What follows belongs to an exercise in optimizing a design on an open flow for small area, a short achievable clock period and few clock cycles; a production flow would make more cautious choices.
Only simulation tests tie the RTL to the original design; equivalence was not proved.
Power and IR drop assume default switching activity.

===== flow/design.v =====
module gun_st1(input [7:0] a, input [6:0] b, output [8:0] v);
    reg [5:0] sq;    
    reg [4:0] tr;    
    always @(*) begin
        case (a[5:1])
            5'd0: sq = 6'd0;
            5'd1: sq = 6'd1;
            5'd2: sq = 6'd4;
            5'd3: sq = 6'd9;
            5'd4: sq = 6'd16;
            5'd5: sq = 6'd25;
            5'd6: sq = 6'd36;
            5'd7: sq = 6'd49;
            5'd8: sq = 6'd0;
            5'd9: sq = 6'd17;
            5'd10: sq = 6'd36;
            5'd11: sq = 6'd57;
            5'd12: sq = 6'd16;
            5'd13: sq = 6'd41;
            5'd14: sq = 6'd4;
            5'd15: sq = 6'd33;
            5'd16: sq = 6'd0;
            5'd17: sq = 6'd33;
            5'd18: sq = 6'd4;
            5'd19: sq = 6'd41;
            5'd20: sq = 6'd16;
            5'd21: sq = 6'd57;
            5'd22: sq = 6'd36;
            5'd23: sq = 6'd17;
            5'd24: sq = 6'd0;
            5'd25: sq = 6'd49;
            5'd26: sq = 6'd36;
            5'd27: sq = 6'd25;
            5'd28: sq = 6'd16;
            5'd29: sq = 6'd9;
            5'd30: sq = 6'd4;
            5'd31: sq = 6'd1;
        endcase
        case (a[6:1])
            6'd0: tr = 5'd0;
            6'd1: tr = 5'd1;
            6'd2: tr = 5'd3;
            6'd3: tr = 5'd6;
            6'd4: tr = 5'd10;
            6'd5: tr = 5'd15;
            6'd6: tr = 5'd21;
            6'd7: tr = 5'd28;
            6'd8: tr = 5'd4;
            6'd9: tr = 5'd13;
            6'd10: tr = 5'd23;
            6'd11: tr = 5'd2;
            6'd12: tr = 5'd14;
            6'd13: tr = 5'd27;
            6'd14: tr = 5'd9;
            6'd15: tr = 5'd24;
            6'd16: tr = 5'd8;
            6'd17: tr = 5'd25;
            6'd18: tr = 5'd11;
            6'd19: tr = 5'd30;
            6'd20: tr = 5'd18;
            6'd21: tr = 5'd7;
            6'd22: tr = 5'd29;
            6'd23: tr = 5'd20;
            6'd24: tr = 5'd12;
            6'd25: tr = 5'd5;
            6'd26: tr = 5'd31;
            6'd27: tr = 5'd26;
            6'd28: tr = 5'd22;
            6'd29: tr = 5'd19;
            6'd30: tr = 5'd17;
            6'd31: tr = 5'd16;
            6'd32: tr = 5'd16;
            6'd33: tr = 5'd17;
            6'd34: tr = 5'd19;
            6'd35: tr = 5'd22;
            6'd36: tr = 5'd26;
            6'd37: tr = 5'd31;
            6'd38: tr = 5'd5;
            6'd39: tr = 5'd12;
            6'd40: tr = 5'd20;
            6'd41: tr = 5'd29;
            6'd42: tr = 5'd7;
            6'd43: tr = 5'd18;
            6'd44: tr = 5'd30;
            6'd45: tr = 5'd11;
            6'd46: tr = 5'd25;
            6'd47: tr = 5'd8;
            6'd48: tr = 5'd24;
            6'd49: tr = 5'd9;
            6'd50: tr = 5'd27;
            6'd51: tr = 5'd14;
            6'd52: tr = 5'd2;
            6'd53: tr = 5'd23;
            6'd54: tr = 5'd13;
            6'd55: tr = 5'd4;
            6'd56: tr = 5'd28;
            6'd57: tr = 5'd21;
            6'd58: tr = 5'd15;
            6'd59: tr = 5'd10;
            6'd60: tr = 5'd6;
            6'd61: tr = 5'd3;
            6'd62: tr = 5'd1;
            6'd63: tr = 5'd0;
        endcase
    end
    wire [7:0] s = a[0] ? {tr ^ {a[7], 4'b0000}, 3'b001} : {sq, 2'b00};
    assign v = {2'b00, b} + {1'b0, s};
endmodule
module gun_out(input [14:0] r0, input [5:0] c, output [14:0] y);
    assign y = r0 + {1'b0, c[5], c[4], c[3], c[2], 1'b0, c[1], 1'b0, 1'b0, c[0], 1'b0, 1'b0, 1'b0, 1'b0, 1'b0};
endmodule
module gun(
    input rst_i,
    input clk_i,
    input [15:0] sw_i,
    output busy,
    output [14:0] leds
);
wire [7:0] a = sw_i[15:8];
wire [6:0] b = sw_i[6:0];
reg c1, c2;          
reg [14:0] r0;
reg [14:0] r1;       
wire [8:0] v;
wire [14:0] sum, car;
reg [8:0] vq;         
reg [6:0] aq;         
wire [6:0] ap = {aq[6], aq[5], aq[4], aq[3], aq[2], aq[1], aq[0]};
gun_st1 st1(.a(a), .b(b), .v(v));
gun_out out(.r0(r0), .c({r1[13], r1[12], r1[11], r1[10], r1[8], r1[5]}), .y(leds));
wire [8:0] v2 = vq;
wire xp1 = ap[0] & v2[0];
wire xp2 = ap[0] & v2[1];
wire xp3 = ap[0] & v2[2];
wire xp4 = ap[0] & v2[3];
wire xp5 = ap[0] & v2[4];
wire xp6 = ap[0] & v2[5];
wire xp7 = ap[0] & v2[6];
wire xp8 = ap[0] & v2[7];
wire xp9 = ap[0] & v2[8];
wire xp10 = ap[1] & v2[0];
wire xp11 = ap[1] & v2[1];
wire xp12 = ap[1] & v2[2];
wire xp13 = ap[1] & v2[3];
wire xp14 = ap[1] & v2[4];
wire xp15 = ap[1] & v2[5];
wire xp16 = ap[1] & v2[6];
wire xp17 = ap[1] & v2[7];
wire xp18 = ap[1] & v2[8];
wire xp19 = ap[2] & v2[0];
wire xp20 = ap[2] & v2[1];
wire xp21 = ap[2] & v2[2];
wire xp22 = ap[2] & v2[3];
wire xp23 = ap[2] & v2[4];
wire xp24 = ap[2] & v2[5];
wire xp25 = ap[2] & v2[6];
wire xp26 = ap[2] & v2[7];
wire xp27 = ap[2] & v2[8];
wire xp28 = ap[3] & v2[0];
wire xp29 = ap[3] & v2[1];
wire xp30 = ap[3] & v2[2];
wire xp31 = ap[3] & v2[3];
wire xp32 = ap[3] & v2[4];
wire xp33 = ap[3] & v2[5];
wire xp34 = ap[3] & v2[6];
wire xp35 = ap[3] & v2[7];
wire xp36 = ap[3] & v2[8];
wire xp37 = ap[4] & v2[0];
wire xp38 = ap[4] & v2[1];
wire xp39 = ap[4] & v2[2];
wire xp40 = ap[4] & v2[3];
wire xp41 = ap[4] & v2[4];
wire xp42 = ap[4] & v2[5];
wire xp43 = ap[4] & v2[6];
wire xp44 = ap[4] & v2[7];
wire xp45 = ap[4] & v2[8];
wire xp46 = ap[5] & v2[0];
wire xp47 = ap[5] & v2[1];
wire xp48 = ap[5] & v2[2];
wire xp49 = ap[5] & v2[3];
wire xp50 = ap[5] & v2[4];
wire xp51 = ap[5] & v2[5];
wire xp52 = ap[5] & v2[6];
wire xp53 = ap[5] & v2[7];
wire xp54 = ap[5] & v2[8];
wire xp55 = ap[6] & v2[0];
wire xp56 = ap[6] & v2[1];
wire xp57 = ap[6] & v2[2];
wire xp58 = ap[6] & v2[3];
wire xp59 = ap[6] & v2[4];
wire xp60 = ap[6] & v2[5];
wire xp61 = ap[6] & v2[6];
wire xp62 = ap[6] & v2[7];
wire xp63 = ap[6] & v2[8];
wire xq64 = a[7] & b[0];
wire xq65 = a[7] & b[1];
wire xq66 = a[7] & b[2];
wire xq67 = a[7] & b[3];
wire xq68 = a[7] & b[4];
wire xq69 = a[7] & b[5];
wire xq70 = a[7] & b[6];
wire xs71 = xp10 ^ xp2;
wire xc72 = xp10 & xp2;
wire xs73 = xp11 ^ xp19 ^ xp3;
wire xc74 = (xp11 & xp19) | (xp11 & xp3) | (xp19 & xp3);
wire xs75 = xc72 ^ xs73;
wire xc76 = xc72 & xs73;
wire xs77 = xp12 ^ xp20 ^ xp28;
wire xc78 = (xp12 & xp20) | (xp12 & xp28) | (xp20 & xp28);
wire xs79 = xp4 ^ xc74 ^ xs77;
wire xc80 = (xp4 & xc74) | (xp4 & xs77) | (xc74 & xs77);
wire xs81 = xc76 ^ xs79;
wire xc82 = xc76 & xs79;
wire xs83 = xp13 ^ xp21 ^ xp29;
wire xc84 = (xp13 & xp21) | (xp13 & xp29) | (xp21 & xp29);
wire xs85 = xp37 ^ xp5 ^ xc78;
wire xc86 = (xp37 & xp5) | (xp37 & xc78) | (xp5 & xc78);
wire xs87 = xs83 ^ xc80 ^ xs85;
wire xc88 = (xs83 & xc80) | (xs83 & xs85) | (xc80 & xs85);
wire xs89 = xc82 ^ xs87;
wire xc90 = xc82 & xs87;
wire xs91 = xp14 ^ xp22 ^ xp30;
wire xc92 = (xp14 & xp22) | (xp14 & xp30) | (xp22 & xp30);
wire xs93 = xp38 ^ xp46 ^ xp6;
wire xc94 = (xp38 & xp46) | (xp38 & xp6) | (xp46 & xp6);
wire xs95 = xc84 ^ xs91 ^ xs93;
wire xc96 = (xc84 & xs91) | (xc84 & xs93) | (xs91 & xs93);
wire xs97 = xc86 ^ xs95 ^ xc88;
wire xc98 = (xc86 & xs95) | (xc86 & xc88) | (xs95 & xc88);
wire xs99 = xp15 ^ xp23 ^ xp31;
wire xc100 = (xp15 & xp23) | (xp15 & xp31) | (xp23 & xp31);
wire xs101 = xp39 ^ xp47 ^ xp55;
wire xc102 = (xp39 & xp47) | (xp39 & xp55) | (xp47 & xp55);
wire xs103 = xp7 ^ xc92 ^ xc94;
wire xc104 = (xp7 & xc92) | (xp7 & xc94) | (xc92 & xc94);
wire xs105 = xs101 ^ xs99 ^ xc96;
wire xc106 = (xs101 & xs99) | (xs101 & xc96) | (xs99 & xc96);
wire xs107 = xs103 ^ xs105 ^ xc98;
wire xc108 = (xs103 & xs105) | (xs103 & xc98) | (xs105 & xc98);
wire xs109 = xp16 ^ xp24 ^ xp32;
wire xc110 = (xp16 & xp24) | (xp16 & xp32) | (xp24 & xp32);
wire xs111 = xp40 ^ xp48 ^ xp56;
wire xc112 = (xp40 & xp48) | (xp40 & xp56) | (xp48 & xp56);
wire xs113 = xp8 ^ xc100 ^ xc102;
wire xc114 = (xp8 & xc100) | (xp8 & xc102) | (xc100 & xc102);
wire xs115 = xs109 ^ xs111 ^ xc104;
wire xc116 = (xs109 & xs111) | (xs109 & xc104) | (xs111 & xc104);
wire xs117 = xq64 ^ xs113 ^ xs115;
wire xc118 = (xq64 & xs113) | (xq64 & xs115) | (xs113 & xs115);
wire xs119 = xc106 ^ xs117 ^ xc108;
wire xc120 = (xc106 & xs117) | (xc106 & xc108) | (xs117 & xc108);
wire xs121 = xp17 ^ xp25 ^ xp33;
wire xc122 = (xp17 & xp25) | (xp17 & xp33) | (xp25 & xp33);
wire xs123 = xp41 ^ xp49 ^ xp57;
wire xc124 = (xp41 & xp49) | (xp41 & xp57) | (xp49 & xp57);
wire xs125 = xp9 ^ xc110 ^ xc112;
wire xc126 = (xp9 & xc110) | (xp9 & xc112) | (xc110 & xc112);
wire xs127 = xs121 ^ xs123 ^ xc114;
wire xc128 = (xs121 & xs123) | (xs121 & xc114) | (xs123 & xc114);
wire xs129 = xq65 ^ xs125 ^ xc116;
wire xc130 = (xq65 & xs125) | (xq65 & xc116) | (xs125 & xc116);
wire xs131 = xs127 ^ xc118 ^ xs129;
wire xc132 = (xs127 & xc118) | (xs127 & xs129) | (xc118 & xs129);
wire xs133 = xp18 ^ xp26 ^ xp34;
wire xc134 = (xp18 & xp26) | (xp18 & xp34) | (xp26 & xp34);
wire xs135 = xp42 ^ xp50 ^ xp58;
wire xc136 = (xp42 & xp50) | (xp42 & xp58) | (xp50 & xp58);
wire xs137 = xc122 ^ xc124 ^ xs133;
wire xc138 = (xc122 & xc124) | (xc122 & xs133) | (xc124 & xs133);
wire xs139 = xs135 ^ xc126 ^ xq66;
wire xc140 = (xs135 & xc126) | (xs135 & xq66) | (xc126 & xq66);
wire xs141 = xs137 ^ xc128 ^ xs139;
wire xc142 = (xs137 & xc128) | (xs137 & xs139) | (xc128 & xs139);
wire xs143 = xc130 ^ xs141 ^ xc132;
wire xc144 = (xc130 & xs141) | (xc130 & xc132) | (xs141 & xc132);
wire xs145 = xp27 ^ xp35 ^ xp43;
wire xc146 = (xp27 & xp35) | (xp27 & xp43) | (xp35 & xp43);
wire xs147 = xp51 ^ xp59 ^ xc134;
wire xc148 = (xp51 & xp59) | (xp51 & xc134) | (xp59 & xc134);
wire xs149 = xc136 ^ xs145 ^ xq67;
wire xc150 = (xc136 & xs145) | (xc136 & xq67) | (xs145 & xq67);
wire xs151 = xc138 ^ xs147 ^ xc140;
wire xc152 = (xc138 & xs147) | (xc138 & xc140) | (xs147 & xc140);
wire xs153 = xs149 ^ xc142 ^ xs151;
wire xc154 = (xs149 & xc142) | (xs149 & xs151) | (xc142 & xs151);
wire xs155 = xp36 ^ xp44 ^ xp52;
wire xc156 = (xp36 & xp44) | (xp36 & xp52) | (xp44 & xp52);
wire xs157 = xp60 ^ xc146 ^ xs155;
wire xc158 = (xp60 & xc146) | (xp60 & xs155) | (xc146 & xs155);
wire xs159 = xc148 ^ xq68 ^ xs157;
wire xc160 = (xc148 & xq68) | (xc148 & xs157) | (xq68 & xs157);
wire xs161 = xc150 ^ xs159 ^ xc152;
wire xc162 = (xc150 & xs159) | (xc150 & xc152) | (xs159 & xc152);
wire xs163 = xp45 ^ xp53 ^ xp61;
wire xc164 = (xp45 & xp53) | (xp45 & xp61) | (xp53 & xp61);
wire xs165 = xc156 ^ xs163 ^ xq69;
wire xc166 = (xc156 & xs163) | (xc156 & xq69) | (xs163 & xq69);
wire xs167 = xc158 ^ xs165 ^ xc160;
wire xc168 = (xc158 & xs165) | (xc158 & xc160) | (xs165 & xc160);
wire xs169 = xp54 ^ xp62 ^ xc164;
wire xc170 = (xp54 & xp62) | (xp54 & xc164) | (xp62 & xc164);
wire xs171 = xq70 ^ xs169 ^ xc166;
wire xc172 = (xq70 & xs169) | (xq70 & xc166) | (xs169 & xc166);
wire xt173 = xp63 ^ xc170 ^ xc172;
assign sum = {xt173, xs171, xs167, xc154, xs153, xs143, xs131, xs119, xs107, xc90, xs89, xs81, xs75, xs71, xp1};
assign car = {1'b0, xc168, xc162, xs161, xc144, 1'b0, xc120, 1'b0, 1'b0, xs97, 1'b0, 1'b0, 1'b0, 1'b0, 1'b0};
always @(posedge clk_i) begin
    vq <= v;
    aq <= a[6:0];
end
assign busy = rst_i | c1 | c2;
always @(posedge clk_i) begin
    c1 <= rst_i;
    c2 <= c1 & ~rst_i;
end
always @(posedge clk_i) begin
    if (c2)
        r0 <= sum;
end
always @(posedge clk_i) begin
    if (c2) r1[5] <= car[5];
    if (c2) r1[8] <= car[8];
    if (c2) r1[10] <= car[10];
    if (c2) r1[11] <= car[11];
    if (c2) r1[12] <= car[12];
    if (c2) r1[13] <= car[13];
end
endmodule

===== flow/standard.sh =====
#!/bin/bash
# synth_recipe.tcl (not shown) runs the flow's synth.tcl, then flattens the netlist and writes it again
# the make line also repeats each setting of config.mk as NAME=value (left out here)
make -C /OpenROAD-flow-scripts/flow DESIGN_CONFIG=/design/flow/config.mk WORK_HOME=/design/flow/orfs CLKGATE_MAP_FILE= SYNTH_SCRIPT=/design/flow/synth_recipe.tcl "${@:-finish}"

===== flow/config.mk =====
export PLATFORM = sky130hd
export DESIGN_NAME = gun
export DESIGN_NICKNAME = gun
export VERILOG_FILES = /design/flow/design.v
export SDC_FILE = /design/flow/constraint.sdc
export NUM_CORES = 4
export LEC_CHECK = 0
export CAP_MARGIN = 20
export CORE_MARGIN = 2
export CORE_UTILIZATION = 40
export SETUP_SLACK_MARGIN = 0.5
export SLEW_MARGIN = 20
export SYNTH_HIERARCHICAL = 1
export SYNTH_MINIMUM_KEEP_SIZE = 0

===== flow/constraint.sdc =====
create_clock -name core_clock -period 4.0 [get_ports {clk_i}]
set_input_delay 0.8000 -clock core_clock [delete_from_list [all_inputs] [get_ports {clk_i}]]
set_output_delay 0.8000 -clock core_clock [all_outputs]
set_load 0.01 [all_outputs]

===== flow/flow/run.sh =====
#!/bin/bash
set -euo pipefail
cd "$(dirname "${BASH_SOURCE[0]}")/.."
bash standard.sh finish ADDER_MAP_FILE= "BUFFER_PORTS_ARGS=-buffer_cell sky130_fd_sc_hd__buf_2" > standard_flow.log 2>&1

==> results of run 1 <==
==> power groups by stage <==
| stage | sequential, mW | combinational (mW) | clock, mW |
|---|---|---|---|
| after floorplan | 0.657 | 1.38 | 0 |
| after global placement | 0.730 | 1.56 | 0 |
| after detailed placement | 0.734 | 1.59 | 0 |
| after CTS | 0.724 | 1.60 | 0.262 |
| after global routing | 0.746 | 1.77 | 0.281 |
| final | 0.725 | 1.58 | 0.255 |
==> per-module statistics from Yosys, one instance, submodules excluded <==
module / area (um2) / flip-flops and latches / copies in the design
gun_st1: 576 / 0 / 1
gun_out: 365 / 0 / 1
gun: 3200 / 39 / 1
==> worst min-delay path by stage <==
| stage | from | end | slack, ns | cells after the start |
|---|---|---|---|---|
| 2_1_floorplan | c1$_DFF_P_ | c2$_DFF_P_ | 0.43 | 1 |
| 3_3_place_gp | c1$_DFF_P_ | c2$_DFF_P_ | 0.45 | 1 |
| 3_5_place_dp | c1$_DFF_P_ | c2$_DFF_P_ | 0.45 | 1 |
| 4_1_cts | c1$_DFF_P_ | c2$_DFF_P_ | 0.46 | 1 |
| 5_1_grt | c1$_DFF_P_ | c2$_DFF_P_ | 0.47 | 1 |
| 6_report | c1$_DFF_P_ | c2$_DFF_P_ | 0.46 | 1 |
==> cell usage after synthesis (5+ instances only) <==
master / n
a21oi_1: 17
and2_1: 10
and3_1: 7
buf_2: 10
buf_4: 8
clkbuf_1: 8
dfxtp_1: 18
edfxtp_1: 21
inv_1: 9
maj3_1: 28
maj3_2: 9
nand2_1: 93
nand3_1: 9
nor2_1: 20
nor2b_1: 7
o21ai_0: 13
o21ai_1: 7
o22ai_1: 5
xnor2_1: 64
xnor3_1: 9
xor2_1: 32
==> critical path: cells and delay by family (launching register included) <==
kind / cells / cell delay (ns)
AND/OR/NAND/NOR: 1 / 0.19
adder cells (fa/ha/maj): 5 / 1.55
flip-flops: 1 / 0.61
XOR/XNOR: 1 / 0.47
buffers and inverters: 1 / 0.05
==> stage by stage <==
stage	worst slack (ns)	cells	area, um2
3_5_place_dp	0.971	620	4280
2_1_floorplan	1.43	483	4140
5_1_grt	0.790	628	4360
6_report	0.995	628	4360
4_1_cts	0.970	628	4360
3_3_place_gp	1.04	620	4280
==> layout make-up <==
| type | instances | area, um2 |
|---|---|---|
| clock buffer | 6 | 72.6 |
| clock inverter | 2 | 8.76 |
| inverter | 10 | 37.5 |
| fill | 1032 | 5820 |
| sequential | 39 | 991 |
| timing repair buffer | 32 | 160 |
| tap | 136 | 170 |
| multi-input combinational | 403 | 2920 |
==> cell families (layout without fill, tap and decap cells) <==
family / count (synthesis) / after routing / share of synthesized area [%]
AOI/OAI and AO/OA: 78 / 78 / 12.3
xor gates and xnor gates: 110 / 110 / 27.9
adders and majority gates: 38 / 38 / 9.55
buffers and inverters: 41 / 50 / 5.47
DFF: 39 / 39 / 23.9
muxes: 6 / 6 / 1.57
and+or+nand+nor: 171 / 171 / 19.3
==> registers in the layout (all words and copies together), names as in the netlist <==
| register | count |
|---|---|
| aq | 7 |
| vq | 9 |
| r1 | 6 |
| r0 | 15 |
| c1 | 1 |
| c2 | 1 |
==> layer usage <==
layer	track usage (%)	vias to the layer above
li1	-	1679
met1	20.7	1465
met2	25.2	63
met3	2.35	8
met4	6.20	0
met5	0	-
==> reports/metrics.csv, run 1 <==
metric,value,unit
sw_frac_of_total,40.8,%
p_sw,1.04,mW
reg2reg_setup_slack,1.0,ns
overflow,0,
status,finished clean,
layout-drive-gt1-share,12.4,%
first_pass_iters,5,
htreeDepth,2,
critPathLaunch,aq[3]$_DFF_P_,
wl_per_cell,13.0,um
mostFrequentLayoutCells,"nand2_1, xnor2_1, xor2_1, buf_2, maj3_1",
start_kind,register,
yosysUniqueCellTypes,66,
grt_pass1_vias,3007,
clock_path_buffers,2,
die_area,11200,um2
layout_commonest_cell,nand2_1,
clk_latency,0.30,ns
vias,3215,
r2r_start,aq[3]$_DFF_P_,
wl_met1,3.86,mm
finalMaxSlewViolations,0,
cts_resized,0,
finalCritPeriodShare,75.1,%
cellLeakagePower,1.73,nW
core,10200,um2
detail_route.wirelength,8.14,mm
wl_met3,352,um
num_io_pins,34,
maxUsedRoutingLayer,met4,
fin_crit,3.00,ns
hold_violations,0,
grtUsageTotal,15.5,%
cp-end-kind,register,
grt_max_degree,23,
cts_tree,done,
fmax,333,MHz
critical_path_class,register to register,
relSlewSlack,40.5,%
crit_arrival,3.15,ns
crit_path_frequent_cell,maj3_2,
synth_nets,501,
yosysTopAreaCellShare,15.2,%
p_seq_share,28.3,%
tightest_slew,0.892,ns
avgSynthCellArea,8.57,um2
finalSetupViolations,0,
grt_pass1_wl,14.2,mm
die_w,106,um
synth-main-ff-cell,edfxtp_1,
cp.required,4.15,ns
worst_hold_slack,0.458,ns
gp_congestion,0.789,
first_iter_violations,224,
hp-class,register to register,
synth-async-reset-ratio,0,%
crit_fanout,13,
pwr-share-clk,10.0,%
synth-seq-area-share,23.9,%
fin_total_pwr,2.56,mW
portBuffers,32,
clock_skew,0.00742,ns
ys_seq_elements,39,
clock_sinks,39,
synth_edf_count,21,
post-route-util,42.8,%
p_per_area,586,nW/um2
combPwrFrac,61.7,%
cts_inserted_buffers,5,
cp_cell_sequence,"nand2_1, xnor3_1, maj3_2, maj3_2, maj3_2, maj3_2, inv_2, maj3_1",
cp-endpoint,r1[8]$_DFFE_PP_,
ant_nets,0,
die_h,106,um
rsz0062_at_grt,false,
clk_pin_slew,0.08,ns
critPathSlowestCell,dfxtp_1,
ff2ff_path_depth,8,
initial_core_util,40.7,%
ir_drop,210,uV
slowest_delay,0.61,ns
cts-root-buf,clkbuf_8,
internal_power,1.51,mW
fp-row-count,37,
fin_tns_setup,0,ns
synth_area_leaders,"edfxtp_1, xnor2_1, dfxtp_1",
syn_area,4140,um2
avgViaCountPerCell,5.12,
yosysTopAreaCell,edfxtp_1,
wl_met2,3.78,mm
cap_violations,0,
hold_buffers,0,
post_cts_buffers,0,
worstReg2RegEnd,r1[8]$_DFFE_PP_,
dp_hpwl,6.38,mm
synth_warnings,8,
drc,0,
areaGrowthSynthToFinish,5.38,%
n_antenna_cell,0,
antenna_found_initial,0,
postSynthCellCount,483,
fin_nets,509,
Testbench counts, summed over its fixed seeds: cycles 6,400.
==> inputs of run 2 (changes only) <==
--- a/flow/config.mk
+++ b/flow/config.mk
@@ -8,7 +8,7 @@
 export CAP_MARGIN = 20
 export CORE_MARGIN = 2
 export CORE_UTILIZATION = 40
-export SETUP_SLACK_MARGIN = 0.5
+export SETUP_SLACK_MARGIN = 1.0
 export SLEW_MARGIN = 20
 export SYNTH_HIERARCHICAL = 1
 export SYNTH_MINIMUM_KEEP_SIZE = 0
==> run 2 against run 1 <==
Still clean. Non-clock buffer count stayed put. Sequential power hardly changed. Combinational power hardly changed. Highest routed layer unchanged.
==> reports/metrics.csv, run 2 <==
metric,value,unit
crit_arrival,3.02,ns
grt_max_degree,23,
synth-main-ff-cell,edfxtp_1,
dp_hpwl,6.38,mm
detail_route.wirelength,8.10,mm
fmax,348,MHz
mostFrequentLayoutCells,"nand2_1, xnor2_1, xor2_1, buf_2, maj3_1",
clk_latency,0.30,ns
status,finished clean,
fin_crit,2.87,ns
grt_pass1_wl,14.2,mm
fin_total_pwr,2.56,mW
yosysUniqueCellTypes,66,
finalCritPeriodShare,71.8,%
slowest_delay,0.55,ns
first_pass_iters,5,
cap_violations,0,
first_iter_violations,185,
ant_nets,0,
htreeDepth,2,
postSynthCellCount,483,
synth_area_leaders,"edfxtp_1, xnor2_1, dfxtp_1",
wl_per_cell,12.9,um
initial_core_util,40.7,%
ys_seq_elements,39,
hp-class,register to register,
grtUsageTotal,15.5,%
nFillCells,1030,
cellLeakagePower,1.73,nW
worst_hold_slack,0.458,ns
p_per_area,585,nW/um2
yosysTopAreaCell,edfxtp_1,
areaGrowthSynthToFinish,5.68,%
synth_common_cells,"nand2_1, xnor2_1, xor2_1, maj3_1, edfxtp_1",
largest_register,r0,
clock_skew,0.00774,ns
cp.required,4.15,ns
layout_commonest_cell,nand2_1,
top_regs,"r0 x15, vq x9, aq x7",
core,10200,um2
avgViaCountPerCell,5.13,
cp-end-kind,register,
ir_drop,209,uV
critical_path_class,register to register,
cpLargestDelayFamily,adder cells,
avgSynthCellArea,8.57,um2
start_kind,register,
antenna_found_initial,0,
clock_sinks,39,
finalSetupViolations,0,
tightest_slew,0.895,ns
cp_cell_sequence,"nand2_1, maj3_2, maj3_2, maj3_2, maj3_2, maj3_2, inv_2, maj3_1",
clk_pin_slew,0.08,ns
clock_path_buffers,2,
synth_warnings,8,
fin_tns_setup,0,ns
crit_path_frequent_cell,maj3_2,
cts_tree,done,
fp-row-count,37,
yosysTopAreaCellShare,15.2,%
cts-root-buf,clkbuf_8,
grt_pass1_vias,3007,
die_area,11200,um2
critPathSlowestCell,dfxtp_1,
hold_violations,0,
synth_edf_count,21,
path_buf_inv,1,
post_cts_buffers,0,
overflow,0,
synthMostInstantiatedCell,nand2_1,
die_w,106,um
syn_area,4140,um2
synth_nets,501,
num_io_pins,34,
vias,3219,
largest_reg_flops,15,
drc,0,
synth-seq-area-share,23.9,%
fin_nets,509,
finalMaxSlewViolations,0,
n_antenna_cell,0,
layout-drive-gt1-share,14.4,%
relSlewSlack,40.3,%
cts_inserted_buffers,5,
rsz0062_at_grt,false,
crit_fanout,10,
die_h,106,um
gp_congestion,0.789,
portBuffers,32,
synth-async-reset-ratio,0,%
==> run 2: cell counts after synthesis <==
No cell type changed its count.
==> run 2: through the flow <==
step                      cell area [um2]  setup slack [ns]  util, %  std cells
after floorplan                      4140              1.43        -        483
after global placement               4280              1.04     42.0        620
after detailed placement             4280             0.971     42.0        620
after CTS                            4370             0.996     42.9        628
after global routing                 4380              1.02     43.0        628
final                                4380              1.13     43.0        628
==> run 2: Yosys stat by module (local to each module, per instance) <==
module | flops+latches | times used
gun | 39 | 1
gun_st1 | 0 | 1
gun_out | 0 | 1
==> run 2: final timing paths <==
check	slack, ns	startpoint	to	cells past startpoint
worst max-delay path	1.13	vq[1]$_DFF_P_	r1[8]$_DFFE_PP_	8
worst min-delay path	0.46	c1$_DFF_P_	c2$_DFF_P_	1
worst max register to register	1.13	vq[1]$_DFF_P_	r1[8]$_DFFE_PP_	8
worst min register to register	0.46	c1$_DFF_P_	c2$_DFF_P_	1
==> run 2: worst register-to-register path: stages (launching register included) <==
cell     delay (ns)
dfxtp_1        0.55
nand2_1        0.21
maj3_2         0.40
maj3_2         0.32
maj3_2         0.33
maj3_2         0.33
maj3_2         0.34
inv_2          0.05
maj3_1         0.20
==> run 2: timing repair <==
item | CTS | global route
endpoints found under the setup margin | 2 | 7
hold buffers | 0 | 0
resized for setup | 2 | 8
endpoints found under the hold margin | 0 | 0
==> run 2: metal layers <==
layer	track usage [%]	part of all wire, %	vias up
met3	2.35	4.5	8
met1	20.7	47	1465
met5	0	0	-
met4	6.20	1.9	0
li1	-	-	1680
met2	25.2	46	66
==> run 2: kinds of logic (layout without fill, tap and decap cells) <==
| family | Yosys count | count (layout) | synth area share, % |
|---|---|---|---|
| compound gates | 78 | 78 | 12.3 |
| xor+xnor | 110 | 110 | 27.9 |
| fa+ha+maj | 38 | 38 | 9.55 |
| buf+inv | 41 | 50 | 5.47 |
| flops | 39 | 39 | 23.9 |
| mux | 6 | 6 | 1.57 |
| simple gates | 171 | 171 | 19.3 |
==> run 2: where the power goes <==
part	switching (mW)	internal (mW)	total (mW)
sequential	0.141	0.587	0.728
combinational	0.768	0.811	1.58
clock	0.134	0.120	0.253
==> run 2: cell type report <==
class	instances	area, um2	share of cell area [%]
inverter	10	37.5	0.858
clock inverter	2	8.76	0.200
tap	136	170	3.89
clock buffer	6	72.6	1.66
sequential	39	1000	22.9
timing repair buffer	32	160	3.66
multi-input combinational	403	2920	66.8
==> inputs of run 3 (changes only) <==
--- a/flow/config.mk
+++ b/flow/config.mk
@@ -8,7 +8,7 @@
 export CAP_MARGIN = 20
 export CORE_MARGIN = 2
 export CORE_UTILIZATION = 40
-export SETUP_SLACK_MARGIN = 1.0
+export SETUP_SLACK_MARGIN = 1.5
 export SLEW_MARGIN = 20
 export SYNTH_HIERARCHICAL = 1
 export SYNTH_MINIMUM_KEEP_SIZE = 0
==> run 3 against run 2 <==
Still clean. Sequential share of layout area decreased by 2.9 points. Routed wire length rose by 21%. Critical path depth decreased by 2. Flip-flop and latch count unchanged. Via count increased by 12%. Largest power group unchanged.
==> reports/metrics.csv, run 3 <==
metric,value,unit
ir_drop,259,uV
clk_latency,0.29,ns
clock_sinks,39,
yosysTopAreaCell,edfxtp_1,
cp-end-kind,output pin,
worstReg2RegEnd,r1[8]$_DFFE_PP_,
start_kind,register,
hp-start,c1$_DFF_P_,
drc,0,
fmax,372,MHz
cp.required,3.20,ns
tightest_slew,0.499,ns
initial_core_util,40.7,%
fin_nets,570,
hp-class,register to register,
cts_inserted_buffers,5,
fin_tns_setup,0,ns
layout_commonest_cell,nand2_1,
cap_violations,0,
status,finished clean,
die_h,106,um
cts-root-buf,clkbuf_8,
n_antenna_cell,0,
htreeDepth,2,
synth-main-ff-cell,edfxtp_1,
grtUsageTotal,17.4,%
yosysUniqueCellTypes,66,
finalCritPeriodShare,67.2,%
clk_pin_slew,0.08,ns
internal_power,1.88,mW
min_path_cells,1,
post-route-util,51.5,%
synth_common_cells,"nand2_1, xnor2_1, xor2_1, maj3_1, edfxtp_1",
r2r_start,vq[0]$_DFF_P_,
sw_frac_of_total,39.7,%
layout-drive-gt1-share,35.6,%
avgSynthCellArea,8.57,um2
fp-row-count,37,
core,10200,um2
synth_edf_count,21,
pwr-share-clk,9.9,%
dp_hpwl,6.50,mm
postSynthCellCount,483,
crit_arrival,1.89,ns
p_sw,1.24,mW
combPwrFrac,67.1,%
portBuffers,32,
antenna_found_initial,0,
grt_pass1_vias,3300,
finalSetupViolations,0,
die_area,11200,um2
p_per_area,595,nW/um2
finalMaxSlewViolations,0,
mostFrequentLayoutCells,"nand2_1, xnor2_1, buf_4",
clock_path_buffers,2,
reg2reg_setup_slack,1.37,ns
synth-seq-area-share,23.9,%
hold_violations,0,
cellLeakagePower,2.16,nW
top_regs,"r0 x15, vq x9, aq x7",
clock_skew,0.00402,ns
synth-async-reset-ratio,0,%
grt_max_degree,23,
worstHoldEndpoint,c2$_DFF_P_,
first_pass_iters,4,
grt_pass1_wl,15.7,mm
avgViaCountPerCell,5.21,
areaGrowthSynthToFinish,26.8,%
vias,3590,
gp_congestion,0.810,
overflow,0,
ff2ff_path_depth,8,
synthMostInstantiatedCell,nand2_1,
synth_nets,501,
die_w,106,um
cts_tree,done,
ant_nets,0,
critical_path_class,register to output pin,
p_seq_share,23.1,%
largest_register,r0,
crit_fanout,3,
synth_area_leaders,"edfxtp_1, xnor2_1, dfxtp_1",
detail_route.wirelength,9.80,mm
yosysTopAreaCellShare,15.2,%
largest_reg_flops,15,
wl_per_cell,14.2,um
fin_crit,2.69,ns
rsz0062_at_grt,true,
num_io_pins,34,
syn_area,4140,um2
ys_seq_elements,39,
synth_warnings,8,
relSlewSlack,66.7,%
first_iter_violations,236,
run 3: routing by layer:
layer	track usage (%)	wire [um]
met5	0	0
met4	4.98	211
met3	3.28	462
met2	30.5	4830
met1	21.6	4300
run 3: power by group through the flow:
stage	registers, mW	clock network (mW)	logic, mW
detailed placement	0.735	0	1.60
CTS	0.715	0.314	1.89
global placement	0.731	0	1.55
finish	0.720	0.308	2.09
floorplan	0.658	0	1.38
global route	0.735	0.335	2.29
run 3: worst max-delay path by stage:
stage / cells after the start / end / slack (ns) / from
after floorplan: 8 / r1[10]$_DFFE_PP_ / 1.47 / sw_i[15]
after global placement: 8 / r1[8]$_DFFE_PP_ / 1.04 / aq[5]$_DFF_P_
after detailed placement: 8 / r1[8]$_DFFE_PP_ / 0.99 / aq[5]$_DFF_P_
after CTS: 6 / leds[12] / 1.29 / r0[5]$_DFFE_PP_
after global routing: 6 / leds[12] / 1.24 / r1[8]$_DFFE_PP_
final: 6 / leds[12] / 1.31 / r1[8]$_DFFE_PP_
run 3: kinds of logic after synthesis:
kind of cell	after synthesis	share of synthesized area, %
AND/OR/NAND/NOR	171	19.3
XOR/XNOR	110	27.9
AO/OA/AOI/OAI	78	12.3
buffers and inverters	41	5.47
flip-flops	39	23.9
adder cells (fa/ha/maj)	38	9.55
multiplexers	6	1.57
run 3: through the flow:
| step | area [um2] | std cells | setup slack [ns] | hold slack, ns | total power, mW |
|---|---|---|---|---|---|
| floorplan | 4150 | 483 | 1.47 | 0.431 | 2.04 |
| global placement | 4290 | 620 | 1.04 | 0.450 | 2.29 |
| detailed placement | 4290 | 620 | 0.986 | 0.452 | 2.33 |
| CTS | 4950 | 670 | 1.29 | 0.467 | 2.92 |
| global route | 5250 | 689 | 1.24 | 0.479 | 3.36 |
| finish | 5250 | 689 | 1.31 | 0.454 | 3.12 |
run 3: timing repair:
action / CTS / global route
resized for setup: 67 / 46
pin swaps: 39 / 33
endpoints found under the setup margin: 18 / 20
gates cloned: 1 / 0
hold buffers: 0 / 0
buffers inserted: 41 / 19
run 3: Yosys stat by module (local to each module, per instance):
module | copies in the design | flip-flops and latches | area [um2]
gun | 1 | 39 | 3200
gun_out | 1 | 0 | 365
gun_st1 | 1 | 0 | 576
run 3: critical path: stages, from the launching register on:
cell and delay (ns):
edfxtp_1 0.43, o21ai_2 0.20, a21oi_4 0.05, maj3_4 0.34, maj3_2 0.30, xor2_1 0.14, buf_2 0.14
run 3: final cells by class:
type                    count  area [um2]
fillers                   932        4940
multi-input cells         403        3200
flip-flops and latches     39        1050
repair buffers             93         689
well taps                 136         170
clock buffers               8         105
inverters                  10        37.5
==> inputs of run 4 (changes only) <==
--- a/flow/config.mk
+++ b/flow/config.mk
@@ -8,7 +8,7 @@
 export CAP_MARGIN = 20
 export CORE_MARGIN = 2
 export CORE_UTILIZATION = 40
-export SETUP_SLACK_MARGIN = 1.5
+export SETUP_SLACK_MARGIN = 2.0
 export SLEW_MARGIN = 20
 export SYNTH_HIERARCHICAL = 1
 export SYNTH_MINIMUM_KEEP_SIZE = 0
==> run 4 against run 3 <==
Non-clock buffer count up 33. Setup slack worse by 0.052 ns. Critical path depth stayed put. Clock power is 14% lower. Routed wire length up 8.5%. Via count is 4.0% higher. Synthesized cell count stayed put. Fmax shrank 1.9%. Utilization up 7.3 points. Clock skew rose by 0.0042 ns. Critical path type unchanged. Critical endpoint unchanged. Largest cell class unchanged.
==> reports/metrics.csv, run 4 <==
metric,value,unit
status,finished clean,
fin_tns_setup,0,ns
die_area,11200,um2
p_sw,1.36,mW
htreeDepth,2,
critPathSlowestCell,edfxtp_1,
cts_tree,done,
path_buf_inv,1,
core,10200,um2
synth-seq-area-share,23.9,%
avgSynthCellArea,8.57,um2
wl_per_cell,14.7,um
seq_area,1050,um2
die_w,106,um
finalMaxSlewViolations,0,
initial_core_util,40.7,%
fin_area,5990,um2
clk_latency,0.30,ns
slowest_delay,0.47,ns
cp.required,3.20,ns
synthMostInstantiatedCell,nand2_1,
nFillCells,870,
avgViaCountPerCell,5.17,
cp-endpoint,leds[12],
p_per_area,571,nW/um2
relSlewSlack,67.0,%
ff2ff_path_depth,8,
layout_commonest_cell,nand2_1,
die_h,106,um
rsz0062_at_grt,true,
p_seq_share,21.2,%
synth-main-ff-cell,edfxtp_1,
fp-row-count,37,
cts_inserted_buffers,5,
cp.depth,6,
cp-end-kind,output pin,
crit_arrival,1.94,ns
postSynthCellCount,483,
multi_input_area,3520,um2
antenna_found_initial,0,
synth_edf_count,21,
finalSetupViolations,0,
critPathLaunch,r1[8]$_DFFE_PP_,
top_regs,"r0 x15, vq x9, aq x7",
largest_register,r0,
cap_violations,0,
detail_route.wirelength,10.6,mm
grt_pass1_wl,17.2,mm
mostFrequentLayoutCells,"nand2_1, buf_4, xnor2_1",
finalCritPeriodShare,68.5,%
r2r_start,aq[3]$_DFF_P_,
synth_area_leaders,"edfxtp_1, xnor2_1, dfxtp_1",
sw_frac_of_total,39.7,%
synth_common_cells,"nand2_1, xnor2_1, xor2_1, maj3_1, edfxtp_1",
hold_violations,0,
layout-drive-gt1-share,47.6,%
gp_congestion,0.821,
ant_nets,0,
ir_drop,257,uV
fin_crit,2.74,ns
place_inst,620,
first_pass_iters,7,
syn_area,4140,um2
areaGrowthSynthToFinish,44.6,%
crit_fanout,3,
cpLargestDelayFamily,adder cells,
first_iter_violations,174,
internal_power,2.06,mW
start_kind,register,
grtUsageTotal,19.0,%
dp_hpwl,6.68,mm
n_antenna_cell,0,
ys_seq_elements,39,
cellLeakagePower,2.50,nW
worstReg2RegEnd,r0[7]$_DFFE_PP_,
yosysTopAreaCellShare,15.2,%
placed_cell_area,4470,um2
clock_sinks,39,
cts-root-buf,clkbuf_8,
fin_nets,603,
critical_path_class,register to output pin,
overflow,0,
cp_cell_sequence,"o21ai_2, a21oi_2, maj3_4, maj3_2, xor2_2, buf_2",
yosysTopAreaCell,edfxtp_1,
tightest_slew,0.495,ns
final_cells,722,
clock_path_buffers,2,
clk_pin_slew,0.07,ns
synth_nets,501,
combPwrFrac,71.0,%
fmax,365,MHz
reg2reg_setup_slack,1.31,ns
drc,0,
yosysUniqueCellTypes,66,
grt_pass1_vias,3686,
grt_max_degree,23,
largest_reg_flops,15,
synth_warnings,8,
hp-class,register to register,
portBuffers,32,
clock_skew,0.00826,ns
synth-async-reset-ratio,0,%
num_io_pins,34,
pwr-share-clk,7.7,%
vias,3732,
-- run 4: worst min path at each step --
stage                     cells after the start  slack (ns)       start         end
after floorplan                               1        0.43  c1$_DFF_P_  c2$_DFF_P_
after global placement                        1        0.45  c1$_DFF_P_  c2$_DFF_P_
after detailed placement                      1        0.45  c1$_DFF_P_  c2$_DFF_P_
after CTS                                     1        0.46  c1$_DFF_P_  c2$_DFF_P_
after global routing                          1        0.47  c1$_DFF_P_  c2$_DFF_P_
final                                         1        0.45  c1$_DFF_P_  c2$_DFF_P_
-- run 4: cell families (layout without fill, tap and decap cells) --
group | after synthesis | count (layout) | synth area share, %
mux | 6 | 6 | 1.57
buf+inv | 41 | 144 | 5.47
simple gates | 171 | 171 | 19.3
flops | 39 | 39 | 23.9
compound gates | 78 | 78 | 12.3
fa+ha+maj | 38 | 38 | 9.55
xor+xnor | 110 | 110 | 27.9
-- run 4: through the flow --
| stage | worst slack [ns] | hold WS, ns | total power [mW] | utilization [%] |
|---|---|---|---|---|
| 5_1_grt | 1.19 | 0.470 | 3.66 | 58.8 |
| 4_1_cts | 1.21 | 0.458 | 3.14 | 53.8 |
| 6_report | 1.26 | 0.453 | 3.42 | 58.8 |
| 3_5_place_dp | 1.11 | 0.453 | 2.44 | 43.8 |
| 3_3_place_gp | 1.13 | 0.449 | 2.39 | 43.8 |
| 2_1_floorplan | 1.48 | 0.431 | 2.17 | - |
-- run 4: cell type report --
| cell class | instances | share of cell area (%) |
|---|---|---|
| Clock buffer | 6 | 1.21 |
| Clock inverter | 2 | 0.209 |
| Multi-Input combinational cell | 403 | 58.9 |
| Sequential cell | 39 | 17.5 |
| Inverter | 10 | 0.627 |
| Tap cell | 136 | 2.84 |
| Timing Repair Buffer | 126 | 18.7 |
-- run 4: power by group through the flow --
stage               sequential [mW]  clock (mW)  combinational (mW)
finish                        0.726       0.265                2.43
global route                  0.737       0.288                2.64
CTS                           0.717       0.271                2.15
detailed placement            0.748           0                1.70
global placement              0.743           0                1.65
floorplan                     0.663           0                1.51
-- run 4: what timing repair did --
item | 4_1_cts | 5_1_grt
gates cloned | 1 | 1
setup endpoints to repair | 29 | 30
hold buffers | 0 | 0
gates resized for setup | 101 | 50
hold endpoints to repair | 0 | 0
pin swaps | 56 | 51
setup buffers | 65 | 27
-- run 4: per-module statistics from Yosys, one instance, submodules excluded --
module / flip-flops and latches / cells inside
gun: 39 / 349
gun_st1: 0 / 84
gun_out: 0 / 50
-- run 4: per-layer routing --
metal,GRT usage [%],vias to the layer above,share of wire [%]
met5,0,-,0
met4,7.33,0,2.2
met3,2.78,15,2.7
met2,34.1,61,53
met1,22.8,1799,43
li1,-,1857,-
-- run 4: worst reg2reg max path, delay by kind of cell, from the launching register on --
family        cells  cell delay (ns)
fa+ha+maj         4             1.37
xor+xnor          2             0.53
flops             1             0.36
buf+inv           1             0.11
simple gates      1             0.07
==> inputs of run 5 (changes only) <==
--- a/flow/config.mk
+++ b/flow/config.mk
@@ -7,8 +7,8 @@
 export LEC_CHECK = 0
 export CAP_MARGIN = 20
 export CORE_MARGIN = 2
-export CORE_UTILIZATION = 40
-export SETUP_SLACK_MARGIN = 2.0
+export CORE_UTILIZATION = 60
+export SETUP_SLACK_MARGIN = 0.5
 export SLEW_MARGIN = 20
 export SYNTH_HIERARCHICAL = 1
 export SYNTH_MINIMUM_KEEP_SIZE = 0
==> run 5 against run 4 <==
Power shrank 22%. Final area shrank 28%. Clock power grew 21%. Global-route usage grew 3.6 points. First-iteration DRC count grew 0.57%. Sequential power shrank 1%. Routed wire length shrank 26%. Register-to-register slack lost 0.40 ns. Utilization grew 5.6 points. Combinational power shrank 33%.
==> reports/metrics.csv, run 5 <==
metric,value,unit
status,finished clean,
synthMostInstantiatedCell,nand2_1,
clk_latency,0.30,ns
finalSetupViolations,0,
cts_resized,0,
p_sw,1.09,mW
yosysUniqueCellTypes,66,
synth-seq-area-share,23.9,%
hold_violations,0,
pwr-share-clk,12.0,%
cp.depth,8,
wl_per_cell,13.9,um
critical_path_class,register to register,
core,6720,um2
clock_skew,0.00806,ns
fin_area,4330,um2
crit_arrival,3.17,ns
die_h,87.1,um
synth-main-ff-cell,edfxtp_1,
synth_common_cells,"nand2_1, xnor2_1, xor2_1, maj3_1, edfxtp_1",
first_iter_violations,175,
grt_max_degree,23,
num_io_pins,34,
worstReg2RegEnd,r0[9]$_DFFE_PP_,
fin_total_pwr,2.67,mW
reg2reg_setup_slack,0.91,ns
clock_path_buffers,2,
cts_inserted_buffers,5,
fin_tns_setup,0,ns
cp_cell_sequence,"a22oi_1, o21a_1, a221oi_1, and3_1, o31a_1, mux2i_1, o221ai_1, xnor2_1",
cap_violations,0,
die_w,87.1,um
syn_area,4140,um2
cpLargestDelayFamily,compound AO/OA/AOI/OAI gates,
cp-end-kind,register,
clk_pin_slew,0.08,ns
place_inst,564,
top_regs,"r0 x15, vq x9, aq x7",
sw_frac_of_total,40.9,%
rsz0062_at_grt,false,
grt_pass1_wl,13.7,mm
nFillCells,603,
antenna_found_initial,0,
cts-root-buf,clkbuf_8,
synth_warnings,8,
detail_route.wirelength,7.93,mm
cp.required,4.08,ns
min_path_cells,1,
grtUsageTotal,22.6,%
grt_pass1_vias,2932,
cts_tree,done,
internal_power,1.57,mW
critPathSlowestCell,dfxtp_1,
first_pass_iters,5,
fp-row-count,30,
gp_congestion,0.852,
drc,0,
htreeDepth,2,
finalCritPeriodShare,77.3,%
combPwrFrac,61.0,%
start_kind,register,
areaGrowthSynthToFinish,4.53,%
ant_nets,0,
layout-drive-gt1-share,12.8,%
die_area,7580,um2
synth_nets,501,
fmax,324,MHz
placed_cell_area,4210,um2
portBuffers,32,
ir_drop,407,uV
worstHoldEndpoint,c2$_DFF_P_,
hp-class,register to register,
largest_register,r0,
slowest_delay,0.70,ns
mostFrequentLayoutCells,"nand2_1, xnor2_1, xor2_1, buf_2, maj3_1",
hp-start,c1$_DFF_P_,
dp_hpwl,6.06,mm
yosysTopAreaCell,edfxtp_1,
dp_slack,0.911,ns
avgViaCountPerCell,5.69,
crit_fanout,16,
fin_crit,3.09,ns
overflow,0,
p_per_area,616,nW/um2
synth_area_leaders,"edfxtp_1, xnor2_1, dfxtp_1",
final_cells,572,
clock_sinks,39,
critPathLaunch,aq[2]$_DFF_P_,
yosysTopAreaCellShare,15.2,%
avgSynthCellArea,8.57,um2
n_antenna_cell,0,
ff2ff_path_depth,8,
p_seq_share,27.0,%
fin_ws,0.909,ns
synth_edf_count,21,
r2r_start,aq[2]$_DFF_P_,
layout_commonest_cell,nand2_1,
initial_core_util,61.6,%
path_buf_inv,0,
vias,3256,
fin_nets,509,
postSynthCellCount,483,
post_cts_buffers,0,
largest_reg_flops,15,
relSlewSlack,43.3,%
cellLeakagePower,1.74,nW
finalMaxSlewViolations,0,
hold_buffers,0,
synth-async-reset-ratio,0,%
ys_seq_elements,39,
tightest_slew,0.850,ns
==> run 5: cell counts after synthesis <==
Identical to the previous run, type by type.
==> run 5: power groups by stage <==
stage          Combinational [mW]  Clock [mW]  Sequential, mW
3_5_place_dp                 1.63           0           0.728
2_1_floorplan                1.38           0           0.657
5_1_grt                      1.81       0.341           0.737
6_report                     1.63       0.320           0.719
3_3_place_gp                 1.59           0           0.725
4_1_cts                      1.64       0.325           0.719
==> run 5: cell type report <==
type / count / area, um2 / share of cell area [%]
Clock buffer: 7 / 108 / 2.49
Multi-Input combinational cell: 403 / 2920 / 67.5
Timing Repair Buffer: 32 / 160 / 3.70
Inverter: 10 / 37.5 / 0.867
Tap cell: 80 / 100 / 2.31
Clock inverter: 1 / 8.76 / 0.202
Sequential cell: 39 / 991 / 22.9
==> run 5: worst max path at each step <==
stage,end
after floorplan,r1[10]$_DFFE_PP_
after global placement,r0[9]$_DFFE_PP_
after detailed placement,r0[9]$_DFFE_PP_
after CTS,r0[9]$_DFFE_PP_
after global routing,r0[9]$_DFFE_PP_
final,r0[9]$_DFFE_PP_
==> run 5: worst reg2reg max path, delay by kind of cell, from the launching register on <==
family           cells  cell delay (ns)
AND/OR/NAND/NOR      1             0.29
multiplexers         1             0.20
XOR/XNOR             1             0.35
flip-flops           1             0.70
AO/OA/AOI/OAI        5             1.33
==> run 5: metrics by stage <==
stage                     hold WS (ns)  util, %
final                            0.463     64.4
after floorplan                  0.431        -
after detailed placement         0.452     62.7
after global placement           0.451     62.7
after CTS                        0.466     64.4
after global routing             0.474     64.4
==> run 5: per-layer routing <==
metal	vias to the layer above	track usage [%]	share of wire, %
met5	-	0	0
met4	0	5.54	1.1
met3	8	2.56	4.7
met2	89	38.4	47
met1	1484	30.8	47
li1	1675	-	-
==> run 5: kinds of logic after synthesis <==
kind of cell             Yosys count  share of synthesized area (%)
XOR/XNOR                         110                           27.9
flip-flops                        39                           23.9
AND/OR/NAND/NOR                  171                           19.3
multiplexers                       6                           1.57
buffers and inverters             41                           5.47
AO/OA/AOI/OAI                     78                           12.3
adder cells (fa/ha/maj)           38                           9.55
==> run 5: Yosys stat by module (local to each module, per instance) <==
module   times used  area, um2  flip-flops and latches
gun               1       3200                      39
gun_st1           1        576                       0
gun_out           1        365                       0
==> inputs of run 6 (changes only) <==
--- a/flow/config.mk
+++ b/flow/config.mk
@@ -7,8 +7,8 @@
 export LEC_CHECK = 0
 export CAP_MARGIN = 20
 export CORE_MARGIN = 2
-export CORE_UTILIZATION = 60
-export SETUP_SLACK_MARGIN = 0.5
+export CORE_UTILIZATION = 40
+export SETUP_SLACK_MARGIN = 1.2
 export SLEW_MARGIN = 20
 export SYNTH_HIERARCHICAL = 1
 export SYNTH_MINIMUM_KEEP_SIZE = 0
==> run 6 against run 5 <==
Flip-flop and latch count did not move. First-iteration DRC count rose by 19%. Critical path depth did not move. Cell count rose by 12%. Via count rose by 2.3%. Still clean. Power fell by 2.4%. Non-clock buffer count rose by 13. Synthesized area did not move. Register-to-register slack improved by 0.37 ns. Clock-buffer cell count fell by 1. Hold slack got worse by 0.0049 ns. Combinational power barely moved.
==> reports/metrics.csv, run 6 <==
metric,value,unit
ys_seq_elements,39,
fin_nets,522,
cts-root-buf,clkbuf_8,
hp-class,register to register,
synth_common_cells,"nand2_1, xnor2_1, xor2_1, maj3_1, edfxtp_1",
synth-simple-area-share,19.3,%
initial_core_util,40.7,%
areaGrowthSynthToFinish,9.64,%
clock_path_buffers,2,
clock_sinks,39,
cp.required,4.14,ns
synth_area_leaders,"edfxtp_1, xnor2_1, dfxtp_1",
avgViaCountPerCell,5.20,
synth_warnings,8,
cap_violations,0,
ir_drop,206,uV
top_regs,"r0 x15, vq x9, aq x7",
overflow,0,
cp_cell_sequence,"and2_4, xnor3_2, maj3_2, maj3_2, maj3_2, maj3_2, inv_2, maj3_1",
vias,3332,
finalSetupViolations,0,
fp-row-count,37,
synth-main-ff-cell,edfxtp_1,
wl_per_cell,13.1,um
finalCritPeriodShare,67.9,%
synth_edf_count,21,
largest_register,r0,
grt_pass1_wl,14.2,mm
portBuffers,32,
status,finished clean,
dp_hpwl,6.38,mm
yosysUniqueCellTypes,66,
finalMaxSlewViolations,0,
fin_tns_setup,0,ns
start_kind,register,
core,10200,um2
fin_total_pwr,2.60,mW
synth-seq-area-share,23.9,%
postSynthCellCount,483,
synth_compound_area_share,12.3,%
yosysTopAreaCellShare,15.2,%
fin_crit,2.72,ns
antenna_found_initial,0,
critical_path_class,register to register,
die_h,106,um
slowest_delay,0.43,ns
synth_top_family_by_area,XOR/XNOR gates,
p_per_area,574,nW/um2
rsz0062_at_grt,false,
syn_area,4140,um2
synth-async-reset-ratio,0,%
yosysTopAreaCell,edfxtp_1,
hold_violations,0,
synthMuxAreaShare,1.57,%
mostFrequentLayoutCells,"nand2_1, xnor2_1, buf_2",
first_pass_iters,4,
synth-xor-area-share,27.9,%
gp_congestion,0.789,
fmax,368,MHz
clock_skew,0.00697,ns
die_area,11200,um2
tightest_slew,0.894,ns
ant_nets,0,
die_w,106,um
largest_reg_flops,15,
cellLeakagePower,1.81,nW
post-route-util,44.6,%
crit_arrival,2.86,ns
detail_route.wirelength,8.39,mm
layout-drive-gt1-share,18.8,%
cts_tree,done,
synthMostInstantiatedCell,nand2_1,
grt_pass1_vias,3033,
cts_inserted_buffers,5,
htreeDepth,2,
first_iter_violations,208,
critPathSlowestCell,xnor3_2,
layout_commonest_cell,nand2_1,
synth_nets,501,
relSlewSlack,40.3,%
avgSynthCellArea,8.57,um2
drc,0,
grt_max_degree,23,
num_io_pins,34,
crit_path_frequent_cell,maj3_2,
synthAdderAreaFrac,9.55,%
grtUsageTotal,15.6,%
crit_fanout,6,
clk_pin_slew,0.08,ns
cp-end-kind,register,
clk_latency,0.29,ns
n_antenna_cell,0,
==> run 6: cell counts after synthesis <==
Identical to the previous run, type by type.
==> run 6: logic make-up after synthesis <==
family | after synthesis
AO/OA/AOI/OAI | 78
XOR/XNOR | 110
adder cells (fa/ha/maj) | 38
buffers and inverters | 41
flip-flops | 39
multiplexers | 6
AND/OR/NAND/NOR | 171
==> run 6: layout make-up <==
| class | instances | area (um2) |
|---|---|---|
| well taps | 136 | 170 |
| repair buffers | 45 | 268 |
| fillers | 1018 | 5650 |
| inverters | 10 | 37.5 |
| flip-flops and latches | 39 | 1040 |
| multi-input cells | 403 | 2940 |
| clock inverters | 2 | 8.76 |
| clock buffers | 6 | 72.6 |
==> run 6: modules after synthesis, one instance, submodules excluded <==
module | cells inside | cell area, um2 | copies in the design | flip-flops and latches
gun | 349 | 3200 | 1 | 39
gun_out | 50 | 365 | 1 | 0
gun_st1 | 84 | 576 | 1 | 0
==> run 6: critical path: cells and delay by family (launching register included) <==
kind                     cells  cell delay [ns]
adder cells (fa/ha/maj)      5             1.54
XOR/XNOR                     1             0.43
flip-flops                   1             0.39
AND/OR/NAND/NOR              1             0.16
buffers and inverters        1             0.05
==> run 6: power breakdown <==
| part | internal (mW) | switching [mW] |
|---|---|---|
| Sequential | 0.590 | 0.136 |
| Combinational | 0.840 | 0.787 |
| Clock | 0.120 | 0.132 |
==> run 6: routing by layer <==
metal	GRT usage [%]	up-vias	wire length [um]
met5	0	-	0
met4	6.39	0	203
met3	2.54	12	343
met2	25.4	79	3850
met1	20.5	1535	3990
li1	-	1706	-
==> run 6: final timing paths <==
path         cells past startpoint  slack (ns)     startpoint         endpoint
min reg2reg                      1        0.46     c1$_DFF_P_       c2$_DFF_P_
max                              8        1.28  aq[2]$_DFF_P_  r1[8]$_DFFE_PP_
max reg2reg                      8        1.28  aq[2]$_DFF_P_  r1[8]$_DFFE_PP_
min                              1        0.46     c1$_DFF_P_       c2$_DFF_P_
==> run 6: metrics by stage <==
stage | cells | cell area [um2] | setup WS (ns) | hold slack, ns
detailed placement | 620 | 4280 | 0.971 | 0.449
global route | 641 | 4540 | 1.20 | 0.472
finish | 641 | 4540 | 1.28 | 0.458
global placement | 620 | 4280 | 1.04 | 0.449
floorplan | 483 | 4140 | 1.43 | 0.431
CTS | 628 | 4390 | 1.20 | 0.461
==> run 6: repair_timing <==
item / CTS / global route
hold buffers: 0 / 0
endpoints found under the setup margin: 7 / 6
resized for setup: 16 / 17
buffers inserted: 0 / 13
pin swaps: 0 / 4
==> inputs of run 7 (changes only) <==
--- a/flow/config.mk
+++ b/flow/config.mk
@@ -8,7 +8,7 @@
 export CAP_MARGIN = 20
 export CORE_MARGIN = 2
 export CORE_UTILIZATION = 40
-export SETUP_SLACK_MARGIN = 1.2
+export SETUP_SLACK_MARGIN = 1.3
 export SLEW_MARGIN = 20
 export SYNTH_HIERARCHICAL = 1
 export SYNTH_MINIMUM_KEEP_SIZE = 0
==> run 7 against run 6 <==
Largest power group unchanged. Cell count increased by 2.2%. Critical path type is now register to output pin. Final area rose by 2.8%. Synthesized area unchanged. Flip-flop and latch count is the same. Clock power barely moved. Still clean on timing, DRC and antenna. Power up 3.6%. Synthesized cell count did not move.
==> reports/metrics.csv, run 7 <==
metric,value,unit
status,finished clean,
largest_reg_flops,15,
n_antenna_cell,0,
avgSynthCellArea,8.57,um2
reg2reg_setup_slack,1.37,ns
fin_tns_setup,0,ns
ys_seq_elements,39,
fin_nets,536,
synth_warnings,8,
die_h,106,um
synth-main-ff-cell,edfxtp_1,
grt_pass1_vias,3108,
htreeDepth,2,
crit_arrival,1.88,ns
drc,0,
relSlewSlack,40.1,%
detail_route.wirelength,8.70,mm
fmax,373,MHz
critical_path_class,register to output pin,
fin_crit,2.68,ns
cts_inserted_buffers,5,
num_io_pins,34,
die_w,106,um
critPathSlowestCell,edfxtp_1,
synthMostInstantiatedCell,nand2_1,
die_area,11200,um2
ir_drop,223,uV
placed_cell_area,4280,um2
post-route-util,45.8,%
worstHoldEndpoint,c2$_DFF_P_,
vias,3378,
hp-start,c1$_DFF_P_,
avgViaCountPerCell,5.16,
wl_per_cell,13.3,um
synthMuxAreaShare,1.57,%
fin_area,4670,um2
areaGrowthSynthToFinish,12.7,%
cp_cell_sequence,"o21ai_2, a21oi_4, maj3_4, maj3_2, xor2_1, buf_2",
cp-end-kind,output pin,
cp.required,3.20,ns
clock_path_buffers,2,
cts-root-buf,clkbuf_8,
slowest_delay,0.43,ns
synthAdderAreaFrac,9.55,%
antenna_found_initial,0,
dp_slack,0.971,ns
grt_max_degree,23,
grtUsageTotal,15.9,%
layout_commonest_cell,nand2_1,
cts_tree,done,
gp_congestion,0.789,
fin_ws,1.32,ns
synth_nets,501,
synth-async-reset-ratio,0,%
synth_area_leaders,"edfxtp_1, xnor2_1, dfxtp_1",
yosysTopAreaCell,edfxtp_1,
largest_register,r0,
cellLeakagePower,1.88,nW
ff2ff_path_depth,8,
initial_core_util,40.7,%
overflow,0,
dp_hpwl,6.38,mm
first_iter_violations,208,
yosysUniqueCellTypes,66,
core,10200,um2
hold_violations,0,
top_regs,"r0 x15, vq x9, aq x7",
first_pass_iters,5,
synth-xor-area-share,27.9,%
clock_skew,0.00631,ns
synth_common_cells,"nand2_1, xnor2_1, xor2_1, maj3_1, edfxtp_1",
worstReg2RegEnd,r1[8]$_DFFE_PP_,
crit_fanout,3,
finalSetupViolations,0,
fp-row-count,37,
portBuffers,32,
clk_latency,0.30,ns
synth-simple-area-share,19.3,%
min_path_cells,1,
clk_pin_slew,0.08,ns
tightest_slew,0.897,ns
yosysTopAreaCellShare,15.2,%
finalCritPeriodShare,67.1,%
synth_compound_area_share,12.3,%
synth_edf_count,21,
cap_violations,0,
layout-drive-gt1-share,22.2,%
synth-seq-area-share,23.9,%
mostFrequentLayoutCells,"nand2_1, xnor2_1, buf_2",
finalMaxSlewViolations,0,
syn_area,4140,um2
synth_top_family_by_area,XOR/XNOR gates,
ant_nets,0,
clock_sinks,39,
grt_pass1_wl,14.5,mm
start_kind,register,
r2r_start,aq[3]$_DFF_P_,
hp-class,register to register,
rsz0062_at_grt,true,
p_per_area,578,nW/um2
postSynthCellCount,483,
[run 7: area by class of cell]
class	count	area, um2
tap	136	170
multi-input combinational	403	2970
clock buffer	6	72.6
fill	1010	5520
sequential	39	1040
timing repair buffer	59	368
inverter	10	37.5
clock inverter	2	8.76
[run 7: metrics by stage]
step,total power [mW],hold WS [ns],cells
final,2.70,0.458,655
after global routing,2.94,0.472,655
after CTS,2.65,0.461,640
after detailed placement,2.33,0.449,620
after global placement,2.29,0.449,620
after floorplan,2.04,0.431,483
[run 7: worst max-delay path by stage]
stage               startpoint               end  cells past startpoint
2_1_floorplan    aq[3]$_DFF_P_  r1[10]$_DFFE_PP_                      9
3_3_place_gp     aq[2]$_DFF_P_  r1[10]$_DFFE_PP_                      8
3_5_place_dp     aq[2]$_DFF_P_  r1[10]$_DFFE_PP_                      8
4_1_cts        r0[5]$_DFFE_PP_          leds[12]                      6
5_1_grt        r1[8]$_DFFE_PP_          leds[12]                      6
6_report       r1[8]$_DFFE_PP_          leds[12]                      6
[run 7: cells by family (layout without fill, tap and decap cells)]
group                      after synthesis  count (layout)
and+or+nand+nor                        171             171
muxes                                    6               6
buffers and inverters                   41              77
DFF                                     39              39
adders and majority gates               38              38
AOI/OAI and AO/OA                       78              78
xor gates and xnor gates               110             110
[run 7: critical path: cells and delay by family, from the launching register on]
family	cells	cell delay, ns
AOI/OAI and AO/OA	2	0.25
adders and majority gates	2	0.64
buffers and inverters	1	0.14
DFF	1	0.43
xor gates and xnor gates	1	0.14
[run 7: repair_timing]
action                     4_1_cts  5_1_grt
pin swaps                        7       12
gates resized for setup         30       11
setup endpoints to repair        9        7
setup buffers                   12       15
hold buffers                     0        0
[run 7: report_power, final]
group,internal [mW],switching [mW]
clock,0.120,0.135
sequential,0.589,0.130
combinational,0.903,0.822
[run 7: layer usage]
metal	vias to the layer above	global-route usage, %	wire length, um
met3	13	2.54	337
met4	0	6.67	201
li1	1736	-	-
met5	-	0	0
met2	74	26.1	4170
met1	1555	20.6	3990
[run 7: modules after synthesis, one instance, submodules excluded]
| module | times used | cells inside |
|---|---|---|
| gun | 1 | 349 |
| gun_out | 1 | 50 |
| gun_st1 | 1 | 84 |

## separate check: timing with driven ports
The flow's constraints put no driver on any port. The routed layouts listed below were extracted and timed again, unchanged, in two steps. Step 1 sets driving cells, clkbuf_16 on the clock port and buf_2 on the other inputs (assumed; they add their load-dependent delay and slew). Step 2 moves the port delays by t, midway between the first and last clock arrival at a register: inputs arrive t later, outputs are due t later. That takes back most of the time a late clock gives input paths. Slacks: no drivers / after step 1 / after step 2; pairs: no drivers / after step 1.
run | shift t [ns] | setup slack, ns | hold WS [ns] | slew at the worst register clock pin (ns)
run 1 | 0.328 | 0.995 / 0.995 / 0.995 | 0.458 / 0.458 / 0.458 | 0.08 / 0.08
run 2 | 0.328 | 1.127 / 1.127 / 1.127 | 0.458 / 0.458 / 0.458 | 0.08 / 0.08
run 3 | 0.322 | 1.311 / 1.280 / 1.217 | 0.454 / 0.454 / 0.454 | 0.08 / 0.08
run 4 | 0.335 | 1.259 / 1.224 / 1.314 | 0.453 / 0.453 / 0.453 | 0.08 / 0.08
run 5 | 0.321 | 0.909 / 0.909 / 0.909 | 0.463 / 0.463 / 0.463 | 0.08 / 0.08
run 6 | 0.325 | 1.283 / 1.255 / 1.260 | 0.458 / 0.458 / 0.458 | 0.08 / 0.08
run 7 | 0.331 | 1.316 / 1.279 / 1.243 | 0.458 / 0.458 / 0.458 | 0.08 / 0.08
After both steps setup and hold are still met in every run listed. The setup slack of run 3, which loses most, moves by -0.031 ns with the drivers and by -0.094 ns with both steps.
